This design comes from an exercise in tuning for small area and a short achievable clock period on the open sky130 flow, not from production work. In this exercise RTL edits were held to simulation tests only and were not proved equivalent to the original. No activity file was given, so power comes from the tool's default toggle rates.

`config.mk`:
```
export PLATFORM = sky130hd
export DESIGN_NAME = yuv422_to_rgb
export DESIGN_NICKNAME = yuv422_to_rgb
export VERILOG_FILES = /design/flow/design.v
export SDC_FILE = /design/flow/constraint.sdc
export NUM_CORES = 4
export LEC_CHECK = 0
export CAP_MARGIN = 20
export CORE_MARGIN = 2
export CORE_UTILIZATION = 40
export SETUP_SLACK_MARGIN = 1.8
export SLEW_MARGIN = 20
```
`constraint.sdc`:
```
create_clock -name core_clock -period 4.5 [get_ports {clk}]
set_input_delay 0.9000 -clock core_clock [delete_from_list [all_inputs] [get_ports {clk}]]
set_output_delay 0.9000 -clock core_clock [all_outputs]
set_load 0.01 [all_outputs]
```
`design.v`:
```
module yuv422_to_rgb
(
    input       wire        clk     ,
    input       wire        cke     ,
    input       wire        yuv_hs  ,
    input       wire        yuv_vs  ,
    input       wire        yuv_de  ,
    input       wire [9 :0] yuv_y   ,
    input       wire [9 :0] yuv_c   ,
    output      wire        rgb_hs  ,
    output      wire        rgb_vs  ,
    output      wire        rgb_de  ,
    output      wire [23:0] rgb_dat
);
wire [7:0] y8 = yuv_y[9:2];
wire [7:0] c8 = yuv_c[9:2];
wire [7:0] y_cl = (y8[7:4] == 4'd0) ? 8'd16 : (y8 > 8'd235) ? 8'd235 : y8;
wire [7:0] c_cl = (c8[7:4] == 4'd0) ? 8'd16 : (c8[7:4] == 4'd15) ? 8'd239 : c8;
reg  [2:0] sy1, sy2, sy3, sy4, sy5, sy6;        
reg  [7:0] y1, c1;                               
reg  [7:0] y2, cbuf;  reg cr;                    
reg  [7:0] y3, p_u, p_v;  reg [12:0] p_25u;      
reg  [6:0] t_l;  reg t_c;  reg [3:0] t_h;  reg t_c2;  reg [4:0] t_u;    
reg  [9:0] p_l;  reg p_c;  reg [3:0] p_h;  reg p_c2;  reg [3:0] p_u4;
reg  [5:0] m_l;  reg m_c;  reg [7:0] m_g;
reg  [7:0] u4;
reg  [9:0] r_h, g_h, b_h;                        
reg  [2:0] r_c;  reg [1:0] g_c, g_x;  reg [1:0] b_c;  reg x_t, x_p;
reg  [7:0] o_r, o_g, o_b;                        
wire [15:0] tyh;
assign tyh[0] = 16'h0000 >> y3[7:4];
assign tyh[1] = 16'h0000 >> y3[7:4];
assign tyh[2] = 16'h0000 >> y3[7:4];
assign tyh[3] = 16'h0000 >> y3[7:4];
assign tyh[4] = 16'haaaa >> y3[7:4];
assign tyh[5] = 16'hcccc >> y3[7:4];
assign tyh[6] = 16'h5a5a >> y3[7:4];
assign tyh[7] = 16'h936c >> y3[7:4];
assign tyh[8] = 16'hb6da >> y3[7:4];
assign tyh[9] = 16'hdb6c >> y3[7:4];
assign tyh[10] = 16'h1c70 >> y3[7:4];
assign tyh[11] = 16'hb52a >> y3[7:4];
assign tyh[12] = 16'h264c >> y3[7:4];
assign tyh[13] = 16'h3870 >> y3[7:4];
assign tyh[14] = 16'h3f80 >> y3[7:4];
assign tyh[15] = 16'hc000 >> y3[7:4];
wire [11:0] tyl;
assign tyl[0] = 16'haaaa >> y3[3:0];
assign tyl[1] = 16'hcccc >> y3[3:0];
assign tyl[2] = 16'h5a5a >> y3[3:0];
assign tyl[3] = 16'h936c >> y3[3:0];
assign tyl[4] = 16'hb6da >> y3[3:0];
assign tyl[5] = 16'hdb6c >> y3[3:0];
assign tyl[6] = 16'h1c70 >> y3[3:0];
assign tyl[7] = 16'hb52a >> y3[3:0];
assign tyl[8] = 16'h264c >> y3[3:0];
assign tyl[9] = 16'h3870 >> y3[3:0];
assign tyl[10] = 16'h3f80 >> y3[3:0];
assign tyl[11] = 16'hc000 >> y3[3:0];
wire [17:0] tph;
assign tph[0] = 16'h0000 >> p_v[7:4];
assign tph[1] = 16'h0000 >> p_v[7:4];
assign tph[2] = 16'h0000 >> p_v[7:4];
assign tph[3] = 16'h0000 >> p_v[7:4];
assign tph[4] = 16'h2aaa >> p_v[7:4];
assign tph[5] = 16'h4ccc >> p_v[7:4];
assign tph[6] = 16'h0f0f >> p_v[7:4];
assign tph[7] = 16'h0ff0 >> p_v[7:4];
assign tph[8] = 16'h5aaa >> p_v[7:4];
assign tph[9] = 16'h3999 >> p_v[7:4];
assign tph[10] = 16'h52d2 >> p_v[7:4];
assign tph[11] = 16'h631c >> p_v[7:4];
assign tph[12] = 16'h294a >> p_v[7:4];
assign tph[13] = 16'h18c6 >> p_v[7:4];
assign tph[14] = 16'h2d6b >> p_v[7:4];
assign tph[15] = 16'h318c >> p_v[7:4];
assign tph[16] = 16'h41f0 >> p_v[7:4];
assign tph[17] = 16'h7e00 >> p_v[7:4];
wire [13:0] tpl;
assign tpl[0] = 16'haaaa >> p_v[3:0];
assign tpl[1] = 16'hcccc >> p_v[3:0];
assign tpl[2] = 16'hf0f0 >> p_v[3:0];
assign tpl[3] = 16'hff00 >> p_v[3:0];
assign tpl[4] = 16'haaaa >> p_v[3:0];
assign tpl[5] = 16'h6666 >> p_v[3:0];
assign tpl[6] = 16'hb4b4 >> p_v[3:0];
assign tpl[7] = 16'hc738 >> p_v[3:0];
assign tpl[8] = 16'had6a >> p_v[3:0];
assign tpl[9] = 16'h9ce6 >> p_v[3:0];
assign tpl[10] = 16'hd6b4 >> p_v[3:0];
assign tpl[11] = 16'he738 >> p_v[3:0];
assign tpl[12] = 16'h07c0 >> p_v[3:0];
assign tpl[13] = 16'hf800 >> p_v[3:0];
wire [12:0] u25  = {cbuf, 4'b0000} + {cbuf, 3'b000} + cbuf;
wire [7:0]  t_lo = tyh[6:0] + tyl[6:0];
wire [4:0]  t_hi = tyh[10:7] + tyl[10:7];
wire [4:0]  t_up = tyh[15:11] + tyl[11];
wire [10:0] p_lo = tph[9:0] + tpl[9:0];
wire [4:0]  p_hi = tph[13:10] + tpl[13:10];
wire [6:0]  m_lo = p_v[5:0] + p_25u[5:0];
wire [7:0]  m_hi = 8'd149 - p_v[7:6] - p_25u[12:6];
wire [11:0] r_lo = {t_l, 2'b00} + p_l + {p_c, t_c, 9'd0};
wire [9:0]  r_hi = {t_u, t_h} + {p_u4, p_h, 1'b0};
wire [11:0] g_lo = {t_l, 3'b000} + {2'b00, ~p_l} + {2'b00, ~m_l, 4'b0000} + 12'd81;
wire [9:0]  ga  = {1'b0, t_u, t_h};
wire [9:0]  gb  = {2'b00, ~p_u4, ~p_h};
wire [9:0]  gm  = {2'b00, m_g} - 10'd16;
wire [9:0]  gs1 = ga ^ gb ^ gm;
wire [9:0]  gc1 = {(ga[8:0] & gb[8:0]) | (ga[8:0] & gm[8:0]) | (gb[8:0] & gm[8:0]), 1'b0};
wire [9:0]  g_hi = gs1 + gc1;
wire [1:0]  g_xx = t_c + {~p_c} + {~m_c};
wire [8:0]  b_lo = t_l + {1'b0, u4[7:2]} + {u4[5:0], 1'b0} + {t_c, 7'd0} + 7'd16;
wire [9:0]  b_hi = {t_u, t_h} + {u4, 1'b0} + u4[7:6] - 10'd21;
function [7:0] sat;
    input [9:0] z;
    sat = z[9] ? 8'd255 : (z[8] ? z[7:0] : 8'd0);
endfunction
always @(posedge clk) begin
    if (cke) begin
        sy1 <= {yuv_hs, yuv_vs, yuv_de};
        sy2 <= sy1; sy3 <= sy2; sy4 <= sy3; sy5 <= sy4; sy6 <= sy5;
        y1 <= y_cl;
        c1 <= c_cl;
        y2 <= y1;
        cr <= sy1[0] & ~cr;
        if (sy1[0] & ~cr) cbuf <= c1;
        y3 <= y2;
        if (sy1[0] & cr) begin
            p_u   <= cbuf;
            p_v   <= c1;
            p_25u <= u25;
        end
        t_l <= t_lo[6:0];  t_c <= t_lo[7];   t_h <= t_hi[3:0];  t_c2 <= t_hi[4];  t_u <= t_up;
        p_l <= p_lo[9:0];  p_c <= p_lo[10];  p_h <= p_hi[3:0];  p_c2 <= p_hi[4];  p_u4 <= tph[17:14];
        m_l <= m_lo[5:0];  m_c <= m_lo[6];   m_g <= m_hi;
        u4  <= p_u;
        r_h <= r_hi;  r_c <= r_lo[11:9];
        g_h <= g_hi;  g_c <= g_lo[11:10];  g_x <= g_xx;
        b_h <= b_hi;  b_c <= b_lo[8:7];
        x_t <= t_c2;  x_p <= p_c2;
        o_r <= sat(r_h + r_c + {x_p, x_t, 4'b0000});
        o_g <= sat(g_h + g_c + g_x + {x_t, 4'b0000} + {~x_p, 4'b0000});
        o_b <= sat(b_h + b_c + {x_t, 4'b0000});
    end
end
assign {rgb_hs, rgb_vs, rgb_de} = sy6;
assign rgb_dat = {o_r, o_g, o_b};
endmodule
```
`flow/run.sh`:
```
#!/bin/bash
# Standard ORFS layout (the standard.sh) with changes that do not touch the design:
#  - ports are buffered with buf_1 instead of the default delay-cell choice
#  - CTS: no dummy load cells, chosen clock buffers and sink cluster size
set -o pipefail
export BUFFER_PORTS_ARGS="-buffer_cell sky130_fd_sc_hd__buf_1"
export CTS_ARGS="-sink_clustering_enable -repair_clock_nets -dont_use_dummy_load -buf_list sky130_fd_sc_hd__clkbuf_8 -sink_clustering_size 16 -sink_clustering_max_diameter 100"
bash standard.sh > standard.log 2>&1
```
`standard.sh`:
```
#!/bin/bash
# synth_recipe.tcl (not shown) runs the flow's synth.tcl, then flattens the netlist and writes it again
# the make line also repeats each setting of config.mk as NAME=value (left out here)
make -C /OpenROAD-flow-scripts/flow DESIGN_CONFIG=/design/flow/config.mk WORK_HOME=/design/flow/orfs CLKGATE_MAP_FILE= SYNTH_SCRIPT=/design/flow/synth_recipe.tcl "${@:-finish}"
```
==> reports/results.txt <==
At the worst endpoint, the arrival time is 3080 ps. In this run the remaining antenna-violating nets after routing total 0. The share of total power dissipated in combinational logic is 34.2%. After clock tree synthesis, the clock-pin slew on the worst setup and hold paths is 100 ps.

For this run, design rule violations remaining after detail routing come to 0. Dividing the final minimum period by the clock period gives 62.6%. In this run the horizontal extent of the chip is 181 um. The clock root buffer master was sky130_fd_sc_hd__clkbuf_8.

For the post-DP HPWL, the log shows 16100 um. When the netlist entered floorplanning its net count stood at 1221. Most numerous cell on the critical path: sky130_fd_sc_hd__ha_1. The type of the tightest min-delay check is register to register. Of all flip-flops after synthesis, the portion carrying an async set or reset was 0%. The slew at the pin closest to its max-slew limit is 980 ps, and the sequential share of the synthesized area is 50.6%.

The run gives 0 as the final count of hold timing violations. The initial utilization of the core area, before any placement, comes to 40.7%. The via count of the first global-routing pass came out at 7040. Dividing total power by cell area gives a power density of 407 nW/um2. The detailed router finished its first iteration with 386 violations.

52 I/O pins were placed. The run gives 1 as the depth of the CTS H-tree. Cells with a size suffix above 1 make up 10.3% of the layout.

The leakage power figure was 5.74 nW. Setup repair after global routing could not meet its margin everywhere. The run gives 1.82 mW as the power dissipated by switching net loads. Among all flip-flop cells after synthesis, the most frequent one is sky130_fd_sc_hd__edfxtp_1. Of the total power, the share spent switching nets is 32.2%. Counting I/O delays and the setup requirement, the final critical path takes 2820 ps. For the number of clock sinks seen by CTS, the log shows 211. Entering global routing, the biggest net connects 163 pins. The run gives 34.6% as the worst slew margin relative to its limit.

The flow ran to the end and the layout has no timing, DRC or antenna violations. Slowest cell on the critical path: sky130_fd_sc_hd__fa_1. The post-layout utilization of the core is 45.1%, and the max-cap check violation count is 0. On the worst path, the slowest cell contributes a delay of 520 ps.

The die covers 32700 um2. Along the worst hold path, the cell count comes to 0. Dividing the detail-routed wire length by the instance count gives 14.6 um. The top achievable clock speed is 355 MHz.

Final non-filler cell area: 13900 um2. Relative to the synthesized area, the layout overhead comes to 10.7%. TritonCTS built the clock tree. Adding up every negative setup slack in the final design gives 0 ps. Across the routed clock network, the largest skew measured is 60.1 ps. In the final design database the tool counted 1309 nets. Before antenna repair, the detailed router went through 5 iterations. A synthesized cell averages 12.4 um2. The number of buffers added by the clock tree synthesis step is 17. The internal portion of the total power is 3.83 mW.

Initial antenna violation count: 0. The number of cells on the worst reg-to-reg path is 9. Setup violations remaining at the end of the flow were counted as 0. The run gives 0 as the final count of pins violating max slew.

The highest net fanout along the worst path is 2, and the number of enable-type register cells in the synthesized netlist is 211. For the proportion of power drawn by the clock network, the log shows 16.3%. After detailed routing, the total wire length is 21700 um. The repair_antennas step left the layout with diodes totalling 0. The filler cells instantiated in the layout total 2909.

STA classifies the critical path startpoint as a register. The global placer's final weighted congestion is 0.849. The run gives 0.000187 V as the worst-case vdd ir drop. Counting flops and latches in the post-synthesis netlist gives 211. The critical path goes through fa_1 > inv_1 > ha_1 > ha_1 > and4_1 > a221o_1 > a21o_1 > a21oi_2 > xnor2_1. The run gives 13200 um2 as the instance area after placement. The first-pass GRT wire length is 35500 um, and the clock latency on the worst-skew pair is 520 ps.

STA classifies the critical path endpoint as a register. Number of library cell types mapped by synthesis: 56. STA puts the critical path data required time at 4770 ps.

Summed over all layers, the global routing overflow is 0. For the cell total after placement, the log shows 1435. The die boundary height was 181 um. The completed layout was analyzed and its total power is 5.65 mW.

Of the total power, registers draw 49.5%. The number of warnings reported in the yosys synthesis log was 1; the post-synth design cell area was 12500 um2. After detailed routing, the number of vias per cell comes to 4.85. Global routing consumed, over all layers together, 13.4% of the routing resources. Category of the critical setup timing path: register to register. In the synthesized netlist, the number of instances is 1007. The deepest clock path buffer count was 3; the cell row count was 64.

Final instance count without filler cells: 1489. The region available for standard cell placement spans 30700 um2. The detailed router placed 7224 vias in this run. Input and output buffers added on the ports amount to 47.
==> worst max-delay path, delay by kind of cell, from the launching register on <==
kind | cells | cell delay [ps]
flops | 1 | 450
buf+inv | 1 | 40
simple gates | 1 | 200
xor+xnor | 1 | 80
fa+ha+maj | 3 | 1110
compound gates | 3 | 680
==> cells in the final DEF (no fill, tap or decap), drive strengths merged, types with 11 or more instances in the layout <==
cell,Yosys,routed
edfxtp,211,211
inv,152,152
ha,149,149
buf,3,85
a21oi,57,57
xnor2,47,47
o21ai,47,47
nor2,42,42
nand2,41,41
fa,40,40
xor2,37,37
a21o,23,23
nand3,21,21
clkbuf,14,18
o21bai,16,16
mux2i,15,15
o211ai,11,11
==> sequential cells by signal, summed over array words and instances, names as in the netlist, 5 cells and up <==
| signal | flops |
|---|---|
| t_l | 7 |
| t_u | 5 |
| o_g | 8 |
| g_h | 10 |
| m_g | 8 |
| m_l | 6 |
| y2 | 8 |
| p_l | 10 |
| y1 | 8 |
| o_b | 8 |
| c1 | 8 |
| r_h | 10 |
| y3 | 8 |
| u4 | 8 |
| p_u | 8 |
| p_v | 8 |
| p_25u | 10 |
| cbuf | 8 |
| b_h | 10 |
| o_r | 8 |
==> synth_stat cells, types with 2 or more instances <==
| library cell | count | area [um2] |
|---|---|---|
| sky130_fd_sc_hd__a21oi_1 | 56 | 280 |
| sky130_fd_sc_hd__o2111ai_1 | 2 | 17.5 |
| sky130_fd_sc_hd__mux4_2 | 4 | 90.1 |
| sky130_fd_sc_hd__edfxtp_1 | 211 | 6340 |
| sky130_fd_sc_hd__a21o_1 | 23 | 173 |
| sky130_fd_sc_hd__o21bai_1 | 16 | 120 |
| sky130_fd_sc_hd__mux2i_1 | 15 | 150 |
| sky130_fd_sc_hd__o211ai_1 | 11 | 82.6 |
| sky130_fd_sc_hd__a211oi_1 | 4 | 30.0 |
| sky130_fd_sc_hd__inv_1 | 152 | 571 |
| sky130_fd_sc_hd__ha_1 | 149 | 1860 |
| sky130_fd_sc_hd__nor3b_1 | 3 | 22.5 |
| sky130_fd_sc_hd__and3_1 | 5 | 31.3 |
| sky130_fd_sc_hd__clkbuf_1 | 14 | 52.6 |
| sky130_fd_sc_hd__xor2_1 | 36 | 315 |
| sky130_fd_sc_hd__o21a_1 | 3 | 22.5 |
| sky130_fd_sc_hd__o221ai_1 | 2 | 17.5 |
| sky130_fd_sc_hd__a31oi_1 | 4 | 25.0 |
| sky130_fd_sc_hd__nand4_1 | 3 | 18.8 |
| sky130_fd_sc_hd__nand2_1 | 41 | 154 |
| sky130_fd_sc_hd__nand2b_1 | 8 | 50.1 |
| sky130_fd_sc_hd__and2_1 | 3 | 18.8 |
| sky130_fd_sc_hd__nand3_1 | 21 | 105 |
| sky130_fd_sc_hd__or3_1 | 2 | 12.5 |
| sky130_fd_sc_hd__xnor2_1 | 47 | 412 |
| sky130_fd_sc_hd__nor2_1 | 42 | 158 |
| sky130_fd_sc_hd__a21boi_0 | 2 | 15.0 |
| sky130_fd_sc_hd__nor2b_1 | 6 | 37.5 |
| sky130_fd_sc_hd__nor3_1 | 6 | 30.0 |
| sky130_fd_sc_hd__or2_2 | 2 | 12.5 |
| sky130_fd_sc_hd__fa_1 | 40 | 801 |
| sky130_fd_sc_hd__buf_2 | 2 | 10.0 |
| sky130_fd_sc_hd__o21ai_0 | 46 | 230 |
| sky130_fd_sc_hd__o41ai_1 | 2 | 17.5 |
| sky130_fd_sc_hd__mux2_2 | 3 | 33.8 |
==> metrics by stage <==
step           worst slack (ps)  hold WS (ps)
2_1_floorplan              1810           400
3_3_place_gp               1630           400
3_5_place_dp               1570           405
4_1_cts                    1660           425
5_1_grt                    1550           427
6_report                   1680           423
==> area by class of cell <==
type	count	area (um2)	area share, %
Clock buffer	17	234	1.69
Inverter	152	571	4.12
Multi-Input combinational cell	627	5730	41.4
Sequential cell	211	6340	45.7
Tap cell	396	495	3.57
Timing Repair Buffer	86	489	3.53
==> logic make-up (layout without fill, tap and decap cells) <==
family | count (synthesis) | in the layout | synth area share [%]
compound gates | 184 | 184 | 9.31
flops | 211 | 211 | 50.6
mux | 22 | 22 | 2.19
simple gates | 148 | 148 | 5.61
fa+ha+maj | 189 | 189 | 21.3
xor+xnor | 84 | 84 | 5.93
buf+inv | 169 | 255 | 5.08
==> repair_timing <==
item,in CTS,in global routing
endpoints found under the setup margin,17,20
buffers inserted,14,23
hold buffers,0,0
pin swaps,18,32
resized for setup,18,33
==> layer usage <==
layer  global-route usage (%)  routed length, um  vias to the layer above
li1                         -                  -                     3697
met1                     17.9              10300                     3426
met2                     23.3              10500                       78
met3                     1.85                510                       23
met4                     2.63                376                        0
met5                        0                  0                        -
==> power groups by stage <==
stage / combinational (mW) / sequential [mW] / clock [mW]
2_1_floorplan: 1.30 / 2.81 / 0
3_3_place_gp: 1.70 / 2.85 / 0
3_5_place_dp: 1.75 / 2.85 / 0
4_1_cts: 1.83 / 2.80 / 0.972
5_1_grt: 2.23 / 2.83 / 1.03
6_report: 1.93 / 2.80 / 0.918
==> final timing paths <==
| path | slack (ps) | end | startpoint |
|---|---|---|---|
| setup / recovery | 1680 | g_c[0] | p_l[7] |
| hold / removal | 420 | sy6[1] | sy5[1] |
| setup reg to reg | 1680 | g_c[0] | p_l[7] |
| hold reg to reg | 420 | sy6[1] | sy5[1] |

static timing again, ports no longer ideal:
Ports are ideal in the flow. The routed layout listed here was re-timed in OpenROAD.
Step 1, drivers: a clkbuf_16 drives clk and a buf_2 each remaining input, both assumed.
Step 2 moves the port delays by t, midway between the first and last clock arrival at a register: inputs arrive t later, outputs are due t later. That takes back most of the time a late clock gives input paths.
Slacks: ideal / step 1 / step 2; pairs: ideal / step 1.
t (ns): 0.532
setup WS [ns]: 1.685 / 1.685 / 1.685
worst register clock-pin slew, ns: 0.10 / 0.10
worst slew at a driven data input, ns: 0.03
pins driven straight from the clock port: 1
After both steps this run still meets setup and hold. The setup slack of this run moves by 0.000 ns with the drivers and by 0.000 ns with both steps.
